This design comes from an exercise in tuning for small area and a short achievable clock period on the open sky130 flow, not from production work. Only simulation tests tie the RTL to the original design; equivalence was not proved. No driver is modelled on the clock port, so clocking that relies on it looks cheaper here than on a real chip.

Setup of job 2789:
## rrc_filter
module rrc_filter #(
	parameter WIDTH = 9
)(
	input logic clk,
	input logic rst,
	input logic signed [WIDTH-1:0] filter_in,
	output logic signed [WIDTH-1:0] filter_out
);
For scale: roughly 370 flip-flops, roughly 17000 µm² of cells after synthesis.
Settings: LEC_CHECK=0, ABC_CLOCK_PERIOD_IN_PS=800, CAP_MARGIN=20, CORE_MARGIN=2, CORE_UTILIZATION=68, CTS_BUF_LIST=sky130_fd_sc_hd__clkbuf_4 sky130_fd_sc_hd__clkbuf_8, CTS_CLUSTER_DIAMETER=50, CTS_CLUSTER_SIZE=24, SLEW_MARGIN=20, SYNTH_HIERARCHICAL=1; clock period 10.5 ns.
standard.sh (not shown) runs the stock make flow with config.mk's settings and CLKGATE_MAP_FILE= SYNTH_SCRIPT=/design/flow/synth_recipe.tcl, a recipe that flattens the netlist after the stock synthesis.
==> flow/flow/run.sh <==
#!/bin/bash
# Own layout flow: the standard ORFS flow (standard.sh, unchanged synthesis), with
#  - timing repair aimed below the design's period (SETUP_SLACK_MARGIN; the SDC is unchanged),
#  - port buffers of a normal buffer cell rather than the smallest one.
# Each step's full log is kept by ORFS under orfs/logs/; make's own output goes to flow.log.
set -uo pipefail
bash standard.sh SETUP_SLACK_MARGIN=7.3 "BUFFER_PORTS_ARGS=-buffer_cell sky130_fd_sc_hd__buf_4" finish > flow.log 2>&1
Inputs modified between job 2789 and job 6780:
diff --git a/flow/config.mk b/flow/config.mk
--- a/flow/config.mk
+++ b/flow/config.mk
@@ -9,8 +9,8 @@
 export CAP_MARGIN = 20
 export CORE_MARGIN = 2
-export CORE_UTILIZATION = 68
+export CORE_UTILIZATION = 55
 export CTS_BUF_LIST = sky130_fd_sc_hd__clkbuf_4 sky130_fd_sc_hd__clkbuf_8
-export CTS_CLUSTER_DIAMETER = 50
-export CTS_CLUSTER_SIZE = 24
+export CTS_CLUSTER_DIAMETER = 60
+export CTS_CLUSTER_SIZE = 20
 export SLEW_MARGIN = 20
 export SYNTH_HIERARCHICAL = 1
## What came out
- Against job 2789, final wirelength in job 6780 rose by a few percent.
- Job 6780 vs. job 2789: global-route wire length before repair rose about 7%, count of placed standard cells including taps rose 5.2%.
- Number of hold-repair buffers added at the cts stage: job 2789 vs job 6780 identical
The inputs of job 5599 differ from those of job 6780 as listed below.
diff --git a/flow/config.mk b/flow/config.mk
--- a/flow/config.mk
+++ b/flow/config.mk
@@ -9,8 +9,9 @@
 export CAP_MARGIN = 20
 export CORE_MARGIN = 2
-export CORE_UTILIZATION = 55
-export CTS_BUF_LIST = sky130_fd_sc_hd__clkbuf_4 sky130_fd_sc_hd__clkbuf_8
-export CTS_CLUSTER_DIAMETER = 60
-export CTS_CLUSTER_SIZE = 20
+export CORE_UTILIZATION = 70
+export CTS_BUF_LIST = sky130_fd_sc_hd__clkbuf_16
+export CTS_CLUSTER_DIAMETER = 80
+export CTS_CLUSTER_SIZE = 30
+export PLACE_DENSITY = 0.75
 export SLEW_MARGIN = 20
 export SYNTH_HIERARCHICAL = 1
## What came out
Vias: job 5599 above job 6780. Job 5599 vs. job 6780: non-clock buffer total of the final layout went up, relative area change from synthesis to final layout went down. Die footprint, job 5599 vs job 6780: down by more than 10%. ~same number of sequential cells in job 6780 and job 5599. Relative to job 6780, initial core utilization has increased by 16 points in job 5599. Job 5599 has less setup slack than job 6780. Comparing job 6780 and job 5599, the higher routed wire length is on job 5599.

* * *

rrc_filter, a different RTL version from the one above (not shown whole).
Size: ~380 flip-flops, ~20 I/O pins, ~17000 sq um of cells after synthesis.
Design rrc_filter, start of the top module:
module rrc_filter #(
	parameter WIDTH = 9
)(
	input logic clk,
	input logic rst,
	input logic signed [WIDTH-1:0] filter_in,
	output logic signed [WIDTH-1:0] filter_out
);
  logic [8:0] sr0, sr1, sr2, sr3, sr4, sr5, sr6, sr7, sr8, sr9, sr10, sr11, sr12, sr13, sr14, sr15, sr16, sr17, sr18, sr19, sr20, sr21, sr22, sr23, sr24, sr25, sr26, sr27;
  always_ff @(posedge clk or posedge rst) begin
    if (rst) begin
      sr0 <= 9'h000;
      sr1 <= 9'h000;
      sr2 <= 9'h000;
      sr3 <= 9'h000;
      sr4 <= 9'h000;
      sr5 <= 9'h000;
      sr6 <= 9'h000;
      sr7 <= 9'h000;
      sr8 <= 9'h000;
      sr9 <= 9'h000;
      sr10 <= 9'h000;
      sr11 <= 9'h000;
      sr12 <= 9'h000;
      sr13 <= 9'h000;
      sr14 <= 9'h000;
      sr15 <= 9'h000;
      sr16 <= 9'h000;
      sr17 <= 9'h000;
      sr18 <= 9'h000;
      sr19 <= 9'h000;
      sr20 <= 9'h000;
      sr21 <= 9'h000;
      sr22 <= 9'h000;
      sr23 <= 9'h000;
  ...
export LEC_CHECK = 0
export ABC_CLOCK_PERIOD_IN_PS = 800
export CAP_MARGIN = 20
export CORE_MARGIN = 2
export CORE_UTILIZATION = 70
export CTS_BUF_LIST = sky130_fd_sc_hd__clkbuf_16
export CTS_CLUSTER_DIAMETER = 80
export CTS_CLUSTER_SIZE = 30
export PLACE_DENSITY = 0.75
export SLEW_MARGIN = 20
export SYNTH_HIERARCHICAL = 1
create_clock -name core_clock -period 10.5 [get_ports {clk}]
==> flow/flow/run.sh <==
#!/bin/bash
# Own layout flow: the standard ORFS flow (standard.sh, unchanged synthesis), with
#  - timing repair aimed below the design's period (SETUP_SLACK_MARGIN; the SDC is unchanged),
#  - port buffers of a normal buffer cell rather than the smallest one,
#  - after CTS, the clock port drives the tree's branch buffers directly, split in two (flow/flatten_clock_root.tcl).
# Each step's full log is kept by ORFS under orfs/logs/; make's own output goes to flow.log.
set -uo pipefail
here=$(pwd)
bash standard.sh SETUP_SLACK_MARGIN=7.5 "BUFFER_PORTS_ARGS=-buffer_cell sky130_fd_sc_hd__buf_2" \
  "POST_CTS_TCL=$here/flow/flatten_clock_root.tcl" finish > flow.log 2>&1
==> flow/flow/flatten_clock_root.tcl <==
# POST_CTS hook. CTS builds root buffer -> branch buffers -> leaf buffers -> registers.
# 1. Drop the root buffer: the clock port then feeds the branch buffers directly.
set block [ord::get_db_block]
set clknet [$block findNet clk]

proc loads_of {net} {
  set l {}
  foreach it [$net getITerms] { if {[$it isInputSignal]} { lappend l $it } }
  return $l
}
proc out_net {inst} {
  foreach it [$inst getITerms] { if {[$it isOutputSignal]} { return [$it getNet] } }
  return ""
}

set roots [loads_of $clknet]
puts "clock hook: clock port feeds [llength $roots] cell(s)"
if {[llength $roots] == 1} {
  set root [[lindex $roots 0] getInst]
  set out [out_net $root]
  set loads [loads_of $out]
  if {[llength $loads] <= 4 && [llength $loads] > 0} {
    foreach it $loads {
      set pname "[[$it getInst] getName]/[[$it getMTerm] getName]"
      disconnect_pin [$out getName] $pname
      connect_pin clk $pname
    }
    set rname [$root getName]
    set oname [$out getName]
    delete_instance $rname
    delete_net $oname
    puts "clock hook: removed root $rname"
  }
}

set branches [loads_of $clknet]
set nsplit [expr {4 / max(1, [llength $branches])}]
if {[llength $branches] <= 2} {
  set k 0
  foreach bit $branches {
    set b [$bit getInst]
    set bnet [out_net $b]
    set leaves [loads_of $bnet]
    if {[llength $leaves] < 4} continue
    # split the leaves in two halves along the wider spread of their positions
    set pts {}
    foreach it $leaves {
      set li [$it getInst]
      set loc [$li getLocation]
      lappend pts [list $it [lindex $loc 0] [lindex $loc 1]]
    }
    set xs [lmap p $pts {lindex $p 1}]
    set ys [lmap p $pts {lindex $p 2}]
    set dx [expr {[tcl::mathfunc::max {*}$xs] - [tcl::mathfunc::min {*}$xs]}]
    set dy [expr {[tcl::mathfunc::max {*}$ys] - [tcl::mathfunc::min {*}$ys]}]
    set idx [expr {$dx >= $dy ? 1 : 2}]
    set pts [lsort -integer -index $idx $pts]
    set half [expr {[llength $pts] / 2}]
    set moved [lrange $pts $half end]
    set master [[$b getMaster] getName]
    set nname "clkhook_split_${k}"
    set netname "clkhook_net_${k}"
    incr k
    set newnet [odb::dbNet_create $block $netname]
    $newnet setSigType CLOCK
    set inst [odb::dbInst_create $block [[ord::get_db] findMaster $master] $nname]
    set sx 0; set sy 0
    foreach p $moved { set sx [expr {$sx + [lindex $p 1]}]; set sy [expr {$sy + [lindex $p 2]}] }
    set n [llength $moved]
    $inst setLocation [expr {$sx / $n}] [expr {$sy / $n}]
    $inst setPlacementStatus PLACED
    [$inst findITerm A] connect $clknet
    [$inst findITerm X] connect $newnet
    foreach p $moved {
      set it [lindex $p 0]
      $it disconnect
      $it connect $newnet
    }
    # move the original branch buffer to the centroid of the leaves it keeps
    set sx 0; set sy 0
    set kept [lrange $pts 0 [expr {$half - 1}]]
    foreach p $kept { set sx [expr {$sx + [lindex $p 1]}]; set sy [expr {$sy + [lindex $p 2]}] }
    set n [llength $kept]
    $b setLocation [expr {$sx / $n}] [expr {$sy / $n}]
    puts "clock hook: split [$b getName] ([llength $leaves] leaves) into two"
  }
  detailed_placement
  check_placement -verbose
}
estimate_parasitics -placement
report_clock_latency
The first run ran to the end with no violations.
Rerun with:
--- a/flow/flow/run.sh
+++ b/flow/flow/run.sh
@@ -8,3 +8,3 @@
 here=$(pwd)
-bash standard.sh SETUP_SLACK_MARGIN=7.5 "BUFFER_PORTS_ARGS=-buffer_cell sky130_fd_sc_hd__buf_2" \
+bash standard.sh SETUP_SLACK_MARGIN=7.45 "BUFFER_PORTS_ARGS=-buffer_cell sky130_fd_sc_hd__buf_2" \
   "POST_CTS_TCL=$here/flow/flatten_clock_root.tcl" finish > flow.log 2>&1
--- a/flow/flow/flatten_clock_root.tcl
+++ b/flow/flow/flatten_clock_root.tcl
@@ -63,5 +63,5 @@
     incr k
-    set newnet [odb::dbNet_create $block $netname]
-    $newnet setSigType CLOCK
-    set inst [odb::dbInst_create $block [[ord::get_db] findMaster $master] $nname]
+    make_net $netname
+    make_instance $nname $master
+    set inst [$block findInst $nname]
     set sx 0; set sy 0
@@ -71,8 +71,10 @@
     $inst setPlacementStatus PLACED
-    [$inst findITerm A] connect $clknet
-    [$inst findITerm X] connect $newnet
+    connect_pin clk "$nname/A"
+    connect_pin $netname "$nname/X"
+    [$block findNet $netname] setSigType CLOCK
     foreach p $moved {
       set it [lindex $p 0]
-      $it disconnect
-      $it connect $newnet
+      set pname "[[$it getInst] getName]/[[$it getMTerm] getName]"
+      disconnect_pin [$bnet getName] $pname
+      connect_pin $netname $pname
     }
Effect:
- This time the run ended with an error in clock tree synthesis (4_1_cts)
- area after synthesis does not change
- synthesized cell count stays the same
Rerun with:
--- a/flow/flow/flatten_clock_root.tcl
+++ b/flow/flow/flatten_clock_root.tcl
@@ -63,5 +63,5 @@
     incr k
-    make_net $netname
-    make_instance $nname $master
-    set inst [$block findInst $nname]
+    set newnet [odb::dbNet_create $block $netname]
+    $newnet setSigType CLOCK
+    set inst [odb::dbInst_create $block [[ord::get_db] findMaster $master] $nname]
     set sx 0; set sy 0
@@ -71,10 +71,8 @@
     $inst setPlacementStatus PLACED
-    connect_pin clk "$nname/A"
-    connect_pin $netname "$nname/X"
-    [$block findNet $netname] setSigType CLOCK
+    [$inst findITerm A] connect $clknet
+    [$inst findITerm X] connect $newnet
     foreach p $moved {
       set it [lindex $p 0]
-      set pname "[[$it getInst] getName]/[[$it getMTerm] getName]"
-      disconnect_pin [$bnet getName] $pname
-      connect_pin $netname $pname
+      $it disconnect
+      $it connect $newnet
     }
- CTS_CLUSTER_DIAMETER: 80 -> 90
- CTS_CLUSTER_SIZE: 30 -> 32
- GPL_ROUTABILITY_DRIVEN: default -> 0
- GPL_TIMING_DRIVEN: default -> 1
Now the flow produced a clean layout.
Synthesized cell count stays the same.
Synthesized area stays the same.
Rerun with:
- CTS_CLUSTER_DIAMETER: 90 -> 80
- CTS_CLUSTER_SIZE: 32 -> 30
- GPL_ROUTABILITY_DRIVEN: 0 -> default
- GPL_TIMING_DRIVEN: 1 -> default
Result:
- The new run produced a clean layout
- synthesized cell count is unchanged
- routed wire length came out lower by 0.89%
- register-to-register slack stays flat
- worst setup slack gets better by 0.0043 ns
- utilization came out higher by 0.64 points
- die area stays the same
- design area came out higher by about 0.8%

==> what the ideal ports hide <==
Ports are ideal in the flow. The routed layouts listed here were re-timed in OpenROAD. Step 1 sets driving cells, clkbuf_16 on the clock port and buf_2 on the other inputs (assumed; they add their load-dependent delay and slew). Step 2, shift: input delay + t, output delay - t, t = (earliest + latest rising clock arrival at the registers) / 2. This alone moves slack from input paths to output paths. Slacks: no drivers / after step 1 / after step 2; pairs: no drivers / after step 1.
run	t, ns	slack for setup (ns)	cell pins on the clock port's net
job 2789	0.587	7.291 / 7.291 / 6.983	1
job 6780	0.588	7.290 / 7.290 / 7.025	1
job 5599	0.566	7.282 / 7.282 / 6.999	1
the first run of note 2	0.412	7.534 / 7.473 / 7.222	4
the third run of note 2	0.425	7.512 / 7.470 / 7.235	4
the fourth run of note 2	0.413	7.516 / 7.477 / 7.214	4
After both steps setup and hold are still met in every run listed. The setup slack of the first run of note 2, which loses most, moves by -0.061 ns with the drivers and by -0.312 ns with both steps. Setup slack includes reset recovery checks.
